Source: an optimization exercise on an open RTL-to-GDS flow (aim: small area). Production flows keep margins and buffers that such runs may drop.
In this exercise RTL edits were held to simulation tests only and were not proved equivalent to the original.
Power figures rest on the tool's default switching activity, not on a simulated workload.

== lane 1 ==
==> flow/design.v (excerpt) <==
module Interfaz(
    input wire clk,reset,
    input wire instrucciones,ProgramarCrono,ring,
    input wire inicioSecuencia,
    input wire [7:0] datoRTC,
    input wire [7:0] cursor,
    input wire Escribir,
    output wire  [11:0] rgbO,
    output wire hsync,vsync,
    output wire video_on,
    input wire [7:0] datos0,datos1,datos2,datos3,datos4,datos5,datos6,datos7,datos8,
    datos9,datos10,
    output wire [9:0] pixelx, pixely,
    output wire [17:0] rom_addrGraficos,
    input wire [11:0] datoGraficos
    );
Size: roughly 1300 cells after synthesis, roughly 140 flip-flops, ~180 I/O pins, roughly 10000 um^2 of cells after synthesis.
export LEC_CHECK = 0
export ABC_AREA = 1
export CAP_MARGIN = 10
export CORE_MARGIN = 2
export CORE_UTILIZATION = 50
export GPL_TIMING_DRIVEN = 0
export SLEW_MARGIN = 10
export SYNTH_MEMORY_MAX_BITS = 32768
create_clock -name core_clock -period 10.0 [get_ports {clk}]
standard.sh (not shown) runs the stock make flow with config.mk's settings and CLKGATE_MAP_FILE= SYNTH_SCRIPT=/design/flow/synth_recipe.tcl, a recipe that flattens the netlist after the stock synthesis.
==> flow/flow/run.sh <==
#!/bin/bash
# Own layout flow: the standard ORFS flow with changes that only affect cell area:
#  - synthesis maps the logic with an area-oriented ABC script (flow/abc_area.script) and
#    without the adder extraction pass (ADDER_MAP_FILE empty); registers are untouched;
#  - ports are buffered with sky130_fd_sc_hd__buf_1 instead of the resizer's default choice;
#  - the clock tree is built from sky130_fd_sc_hd__clkbuf_8 without dummy loads.
# Each make run writes its full output to its own log file here.
set -euo pipefail
W=$PWD
mkdir -p "$W/scripts_area"
cp -r "$FLOW_HOME/scripts/." "$W/scripts_area/"
cp "$W/flow/abc_area.script" "$W/scripts_area/abc_area.script"
ARGS=(SCRIPTS_DIR="$W/scripts_area" ABC_AREA=1 ADDER_MAP_FILE=
  BUFFER_PORTS_ARGS="-buffer_cell sky130_fd_sc_hd__buf_1"
  CTS_ARGS="-sink_clustering_enable -repair_clock_nets -buf_list sky130_fd_sc_hd__clkbuf_8 -root_buf sky130_fd_sc_hd__clkbuf_8 -sink_clustering_size 14 -dont_use_dummy_load")
bash standard.sh "${ARGS[@]}" synth > "$W/flow_synth.log" 2>&1
bash standard.sh "${ARGS[@]}" finish > "$W/flow_finish.log" 2>&1
==> flow/flow/abc_area.script <==
strash
ifraig
scorr
dc2
strash
&get -n
&dch -f
&nf -R 1000
&put
strash
&get -n
&dch -f
&nf -R 1000
&put
strash
&get -n
&dch -f
&nf -R 1000
&put
strash
&get -n
&dch -f
&nf -R 1000
&put
strash
&get -n
&dch -f
&nf -R 1000
&put
Input-level comparison between lane 2 and lane 1:
Settings: CORE_UTILIZATION: 50 -> 60; GPL_TIMING_DRIVEN: 0 -> unset; CAP_MARGIN: 10 -> 20; SLEW_MARGIN: 10 -> 20.
==> flow/flow/run.sh <==
#!/bin/bash
# Own layout flow: the standard ORFS flow with three changes that only affect cell area:
#  - synthesis maps the logic with an area-oriented ABC script (flow/abc_area.script) and
#    without the adder extraction pass (ADDER_MAP_FILE empty); registers are untouched;
#  - ports are buffered with sky130_fd_sc_hd__buf_1 instead of the resizer's default choice.
# Each make run writes its full output to its own log file here.
set -euo pipefail
W=$PWD
mkdir -p "$W/scripts_area"
cp -r "$FLOW_HOME/scripts/." "$W/scripts_area/"
cp "$W/flow/abc_area.script" "$W/scripts_area/abc_area.script"
bash standard.sh SCRIPTS_DIR="$W/scripts_area" ABC_AREA=1 ADDER_MAP_FILE= \
  BUFFER_PORTS_ARGS="-buffer_cell sky130_fd_sc_hd__buf_1" synth > "$W/flow_synth.log" 2>&1
bash standard.sh SCRIPTS_DIR="$W/scripts_area" ABC_AREA=1 ADDER_MAP_FILE= \
  BUFFER_PORTS_ARGS="-buffer_cell sky130_fd_sc_hd__buf_1" finish > "$W/flow_finish.log" 2>&1
==> flow/flow/abc_area.script <==
strash
ifraig
scorr
dc2
strash
&get -n
&dch -f
&nf -R 1000
&put
strash
&get -n
&dch -f
&nf -R 1000
&put
strash
&get -n
&dch -f
&nf -R 1000
&put
Notes after the runs:
Between lane 1 and lane 2, average cell area after synthesis is lower for lane 2, lane 1 comes in above that.
The total power draw in lane 2 sits 330 uW above the value recorded for lane 1.
Compared lane 2 vs lane 1, and core utilization is up in lane 2.
Taking lane 1 as the reference, in lane 2 layout buffering overhead excluding clock cells rose 0.43 points; post-synthesis instance area did not really move; post-synthesis compound-gate area fraction went down by 0.93 points; parity-gate share of the synthesized area counting xor and xnor cells increased by 0.33 points relative to the old numbers.
The share of power burned in the clock network number comes out higher for lane 2 vs lane 1.
Detailed-route wire length, lane 1 and lane 2: larger value in lane 2

-- what the ideal ports hide --
Ports are ideal in the flow. The routed layouts listed here were re-timed in OpenROAD.
Step 1, drivers: a clkbuf_16 drives clk and a buf_2 each remaining input, both assumed.
Step 2 moves the port delays by t, midway between the first and last clock arrival at a register: inputs arrive t later, outputs are due t later. That takes back most of the time a late clock gives input paths.
Three values: no drivers, after step 1, after step 2; two values: the first two.
run | shift t [ns] | setup slack, ns | worst hold slack (ns)
lane 1 | 0.477 | 2.107 / 2.107 / 2.107 | 0.476 / 0.476 / 0.476
lane 2 | 0.482 | 1.441 / 1.441 / 1.441 | 0.510 / 0.510 / 0.510
After both steps setup and hold are still met in every run listed.
